This design comes from an exercise in tuning for small area, a short achievable clock period and few clock cycles on the open sky130 flow, not from production work.
The RTL was checked by simulation tests, not by an equivalence proof against the original design.
Power is estimated from default activity; no workload was simulated.

==> flow/design.v <==
module huffman(clk, reset, gray_valid, gray_data, CNT_valid, CNT1, CNT2, CNT3, CNT4, CNT5, CNT6,
    code_valid, HC1, HC2, HC3, HC4, HC5, HC6, M1, M2, M3, M4, M5, M6);
input clk;
input reset;
input gray_valid;
input [7:0] gray_data;
output CNT_valid;
output [7:0] CNT1, CNT2, CNT3, CNT4, CNT5, CNT6;
output code_valid;
output [7:0] HC1, HC2, HC3, HC4, HC5, HC6;
output [7:0] M1, M2, M3, M4, M5, M6;
function lt7(input [6:0] a, input [6:0] b, input le);
  reg [6:0] l, e;
  reg l10, e10, l32, e32, l54, e54, l30, e30, l60, e60;
  begin
    l = ~a & b;
    e = ~(a ^ b);
    l10 = l[1] | (e[1] & l[0]);   e10 = e[1] & e[0];
    l32 = l[3] | (e[3] & l[2]);   e32 = e[3] & e[2];
    l54 = l[5] | (e[5] & l[4]);   e54 = e[5] & e[4];
    l30 = l32 | (e32 & l10);      e30 = e32 & e10;
    l60 = l[6] | (e[6] & l54);    e60 = e[6] & e54;
    lt7 = l60 | (e60 & (l30 | (e30 & le)));
  end
endfunction
function [6:0] add7(input [6:0] a, input [6:0] b);
  reg [6:0] g, p, c;
  reg [6:0] g1, p1, g2, p2;
  integer j;
  begin
    g = a & b;
    p = a ^ b;
    g1 = g; p1 = p;
    for (j = 1; j < 7; j = j + 1) begin g1[j] = g[j] | (p[j] & g[j-1]); p1[j] = p[j] & p[j-1]; end
    g2 = g1; p2 = p1;
    for (j = 2; j < 7; j = j + 1) begin g2[j] = g1[j] | (p1[j] & g1[j-2]); p2[j] = p1[j] & p1[j-2]; end
    c = g2;
    for (j = 4; j < 7; j = j + 1) c[j] = g2[j] | (p2[j] & g2[j-4]);
    add7 = p ^ {c[5:0], 1'b0};
  end
endfunction
reg [3:0] t;     
reg pv;          
reg cv, hv;      
reg [6:0] S;     
wire t0 = (t == 4'd0);
wire t1 = (t == 4'd1);
wire t2 = (t == 4'd2);
wire t3 = (t == 4'd3);
wire t4 = (t == 4'd4);
wire rnk = t0 | t1 | t2 | t3 | t4;
wire start = t0 & pv & ~gray_valid;
wire comb = (t == 4'd5) | (t == 4'd6) | (t == 4'd7) | (t == 4'd8) | (t == 4'd9);
wire [5:0] self = {1'b0, t4, t3, t2, t1, t0};
wire [5:0] le = {rnk, rnk, t0 | t1 | t2 | t3, t0 | t1 | t2, t0 | t1, t0};
reg [6:0] w [0:5];
reg [2:0] dq [0:5];   
wire [2:0] d [0:5];
reg [3:0] mk [0:5];   
reg [3:0] c [0:5];    
wire [5:0] lt;
wire [5:0] kp, kq;
wire [6:0] X = S;
reg [6:0] bc;
always @*
  case (t[1:0])
    2'd0: bc = w[1];
    2'd1: bc = w[2];
    2'd2: bc = w[3];
    default: bc = w[4];
  endcase
reg [6:0] w0n;    
genvar gi;
generate for (gi = 0; gi < 6; gi = gi + 1) begin : sym
  assign d[gi] = dq[gi] ^ 3'b001;
  assign lt[gi] = lt7(w[gi], X, le[gi]);
  assign kp[gi] = (d[gi] == 3'd2);
  assign kq[gi] = (d[gi] == 3'd3);
end endgenerate
reg [6:0] P, Q;
reg [5:2] h;     
integer i;
always @* begin
  P = 7'd0;
  Q = 7'd0;
  h = 4'd0;
  for (i = 0; i < 6; i = i + 1) begin
    P = P | (w[i] & {7{kp[i]}});
    Q = Q | (w[i] & {7{kq[i]}});
    if (d[i] == 3'd2 && lt[i]) h[2] = 1'b1;
    if (d[i] == 3'd3 && lt[i]) h[3] = 1'b1;
    if (d[i] == 3'd4 && lt[i]) h[4] = 1'b1;
    if (d[i] == 3'd5 && lt[i]) h[5] = 1'b1;
  end
end
wire [2:0] m = {h[5], h[3] & ~h[5], (h[2] & ~h[3]) | (h[4] & ~h[5])};
wire [6:0] PQ = add7(P, Q);
wire [6:0] PS = add7(P, S);
always @(posedge clk) begin
  if (rnk)
    S <= (t0 & gray_valid) ? w0n : t4 ? 7'h7f : bc;
  else
    S <= (PQ & {7{h[3]}}) | (PS & {7{~h[3]}});
  if (reset) begin
    t <= 4'd0;
    pv <= 1'b0;
    cv <= 1'b0;
    hv <= 1'b0;
  end else begin
    pv <= gray_valid;
    cv <= start;
    hv <= (t == 4'd9);
    if (t0)
      t <= {3'b000, start};
    else if (t != 4'd11)
      t <= t + 4'd1;
  end
end
always @* begin
  w0n = w[0];
  if (gray_data == 8'd1)
    w0n = w[0] + 7'd1;
end
generate for (gi = 0; gi < 6; gi = gi + 1) begin : upd
  wire member = (d[gi][2:1] == 2'b00);
  wire inc = (gi < 5 && self[gi]) ? lt[5] : ~lt[gi];
  wire [3:0] at = {mk[gi][2:0], 1'b1} & ~mk[gi];
  always @(posedge clk) begin
    if (reset) begin
      w[gi] <= 7'd0;
      mk[gi] <= 4'd0;
      c[gi] <= 4'd0;
    end else begin
      if (t0 && gray_valid && gray_data == gi + 1)
        w[gi] <= w[gi] + 7'd1;
      if (comb && member) begin
        w[gi] <= S;
        mk[gi] <= {mk[gi][2:0], 1'b1};
        c[gi] <= c[gi] | (at & {4{~d[gi][0]}});
      end
    end
    if (rnk)
      dq[gi] <= ((t0 ? 3'd2 : d[gi]) + {2'b00, inc}) ^ 3'b001;
    else
      dq[gi] <= (member ? m : d[gi] + {2'b11, ~lt[gi]}) ^ 3'b001;
  end
end endgenerate
wire [7:0] hc [0:5];
wire [7:0] mo [0:5];
generate for (gi = 0; gi < 6; gi = gi + 1) begin : outs
  assign mo[gi] = {3'b000, mk[gi], 1'b1};
  assign hc[gi] = {3'b000, {1'b0, c[gi]} | ({mk[gi], 1'b1} & ~{1'b0, mk[gi]} & {5{dq[gi][0]}})};
end endgenerate
assign CNT_valid = cv;
assign code_valid = hv;
assign CNT1 = {1'b0, w[0]};
assign CNT2 = {1'b0, w[1]};
assign CNT3 = {1'b0, w[2]};
assign CNT4 = {1'b0, w[3]};
assign CNT5 = {1'b0, w[4]};
assign CNT6 = {1'b0, w[5]};
assign HC1 = hc[0];
assign HC2 = hc[1];
assign HC3 = hc[2];
assign HC4 = hc[3];
assign HC5 = hc[4];
assign HC6 = hc[5];
assign M1 = mo[0];
assign M2 = mo[1];
assign M3 = mo[2];
assign M4 = mo[3];
assign M5 = mo[4];
assign M6 = mo[5];
endmodule
Settings: LEC_CHECK=0, CAP_MARGIN=20, CORE_MARGIN=2, CORE_UTILIZATION=45, SETUP_SLACK_MARGIN=3.6, SLEW_MARGIN=20; clock period 6.2 ns.
standard.sh (not shown) runs the stock make flow with config.mk's settings and CLKGATE_MAP_FILE= SYNTH_SCRIPT=/design/flow/synth_recipe.tcl, a recipe that flattens the netlist after the stock synthesis.
==> flow/flow/run.sh <==
#!/bin/bash
# The standard layout (standard.sh) with these changes:
#  - synthesis: ADDER_MAP_FILE is empty, so ORFS does not extract full/half
#    adder cells and abc maps the arithmetic like the rest of the logic; abc
#    runs flow/abc.script (area-oriented mapping; the layout's repair steps
#    size the gates) instead of ORFS's script. Registers are mapped by the
#    same dfflibmap step as in the standard synthesis.
#  - every port still gets a buffer, but a buf_1 instead of the delay cell
#    buffer_ports picks by default, and repair may resize cells across
#    footprints (MATCH_CELL_FOOTPRINT=0).
set -euo pipefail
here=$(pwd)
export ADDER_MAP_FILE=
export MY_ABC_SCRIPT=$here/flow/abc.script
sed -e "s#SYNTH_SCRIPT=[^ ]*#SYNTH_SCRIPT=$here/flow/synth.tcl#" \
    -e 's#"${@:-finish}"#MATCH_CELL_FOOTPRINT=0 "BUFFER_PORTS_ARGS=-buffer_cell sky130_fd_sc_hd__buf_1" "${@:-finish}"#' \
    standard.sh > my_standard.sh
bash my_standard.sh > standard.log 2>&1
==> flow/flow/abc.script <==
strash
dch -f
map -D 1800
topo
stime -c
buffer -c
upsize -c -D 1800
dnsize -c -D 1800
==> flow/flow/synth.tcl <==
# The standard flow's synthesis script (synth_recipe.tcl), with abc given our own script
# (abc.script beside this file) in place of ORFS's abc_speed/abc_area script.
proc synth {args} { yosys synth -nofsm -noshare {*}$args }
proc abc {args} {
  set i [lsearch -exact $args -script]
  if { $i >= 0 } { lset args [expr {$i + 1}] $::env(MY_ABC_SCRIPT) }
  yosys abc {*}$args
}
source $::env(SCRIPTS_DIR)/synth.tcl
# left out here: clear keep_hierarchy, flatten, clean up, hide names made inside functions, write 1_2_yosys.v
The first run finished with timing, DRC and antenna clean.
Testbench counts at the start, summed over its fixed seeds: cycles 7,104.
Change:
--- a/flow/flow/run.sh
+++ b/flow/flow/run.sh
@@ -7,0 +8 @@
+#  - clock tree synthesis without dummy load cells (CTS_ARGS).
@@ -16 +17 @@
-    -e 's#"${@:-finish}"#MATCH_CELL_FOOTPRINT=0 "BUFFER_PORTS_ARGS=-buffer_cell sky130_fd_sc_hd__buf_1" "${@:-finish}"#' \
+    -e 's#"${@:-finish}"#MATCH_CELL_FOOTPRINT=0 "CTS_ARGS=-sink_clustering_enable -repair_clock_nets -dont_use_dummy_load -sink_clustering_size 30 -sink_clustering_max_diameter 100 -buf_list sky130_fd_sc_hd__clkbuf_8" "BUFFER_PORTS_ARGS=-buffer_cell sky130_fd_sc_hd__buf_1" "${@:-finish}"#' \
==> flow/flow/abc.script (replaced) <==
strash
&get -n
&st
&syn2
&put
dch -f
map -D 1500
topo
stime -c
buffer -c
upsize -c -D 1500
dnsize -c -D 1500
Result: Non-clock buffer count drops by 2; setup slack loses 55 ps; utilization drops by 0.92 points.
Change:
--- a/flow/flow/run.sh
+++ b/flow/flow/run.sh
@@ -8 +7,0 @@
-#  - clock tree synthesis without dummy load cells (CTS_ARGS).
@@ -17 +16 @@
-    -e 's#"${@:-finish}"#MATCH_CELL_FOOTPRINT=0 "CTS_ARGS=-sink_clustering_enable -repair_clock_nets -dont_use_dummy_load -sink_clustering_size 30 -sink_clustering_max_diameter 100 -buf_list sky130_fd_sc_hd__clkbuf_8" "BUFFER_PORTS_ARGS=-buffer_cell sky130_fd_sc_hd__buf_1" "${@:-finish}"#' \
+    -e 's#"${@:-finish}"#MATCH_CELL_FOOTPRINT=0 "BUFFER_PORTS_ARGS=-buffer_cell sky130_fd_sc_hd__buf_1" "${@:-finish}"#' \
==> flow/flow/abc.script (replaced) <==
strash
dch -f
map -D 1500
topo
stime -c
buffer -c
upsize -c -D 1500
dnsize -c -D 1500
Effect: Sequential share of layout area came out lower by 0.61 points; clock skew falls by 26 ps; fmax rises by 1.8%; via count fell by 3.1%; combinational power increases by 4.2%; cell count increases by 2.2%; total power climbs by 24%; flip-flop and latch count is unchanged; worst setup slack gains 46 ps.
Change:
--- a/flow/flow/run.sh
+++ b/flow/flow/run.sh
@@ -7,0 +8 @@
+#  - clock tree synthesis without dummy load cells (CTS_ARGS).
@@ -16 +17 @@
-    -e 's#"${@:-finish}"#MATCH_CELL_FOOTPRINT=0 "BUFFER_PORTS_ARGS=-buffer_cell sky130_fd_sc_hd__buf_1" "${@:-finish}"#' \
+    -e 's#"${@:-finish}"#MATCH_CELL_FOOTPRINT=0 "CTS_ARGS=-sink_clustering_enable -repair_clock_nets -dont_use_dummy_load -sink_clustering_size 30 -sink_clustering_max_diameter 100 -buf_list sky130_fd_sc_hd__clkbuf_8" "BUFFER_PORTS_ARGS=-buffer_cell sky130_fd_sc_hd__buf_1" "${@:-finish}"#' \
--- a/flow/flow/abc.script
+++ b/flow/flow/abc.script
@@ -1,0 +2 @@
+dc2
Non-clock buffer count went up by 11.
Sequential share of layout area grows by 0.69 points.
Design area is lower by a few percent.
Combinational power drops by a few percent.

[what the ideal ports hide]
No port has a modelled driver above. Below, the same layouts with a new extraction and two added sets of constraints. Step 1, drivers: a clkbuf_16 drives clk and a buf_2 each remaining input, both assumed. Step 2 also shifts input and output timing later by t, the mid clock arrival at the registers, as if the neighbouring blocks saw the same clock. Slacks: ideal ports / drivers / drivers and shift; pairs: ideal ports / drivers.
run | t, ns | setup WS [ns] | clock arrival spread, ns
the first run | 0.488 | 3.635 / 3.592 / 3.235 | 0.017 / 0.017
the second run | 0.487 | 3.579 / 3.579 / 3.142 | 0.034 / 0.035
the third run | 0.476 | 3.625 / 3.607 / 3.235 | 0.007 / 0.008
the fourth run | 0.484 | 3.661 / 3.619 / 3.234 | 0.033 / 0.033
After both steps setup and hold are still met in every run listed. For the second run, which loses most, drivers alone change the setup slack by 0.000 ns; drivers and shift together by -0.437 ns.
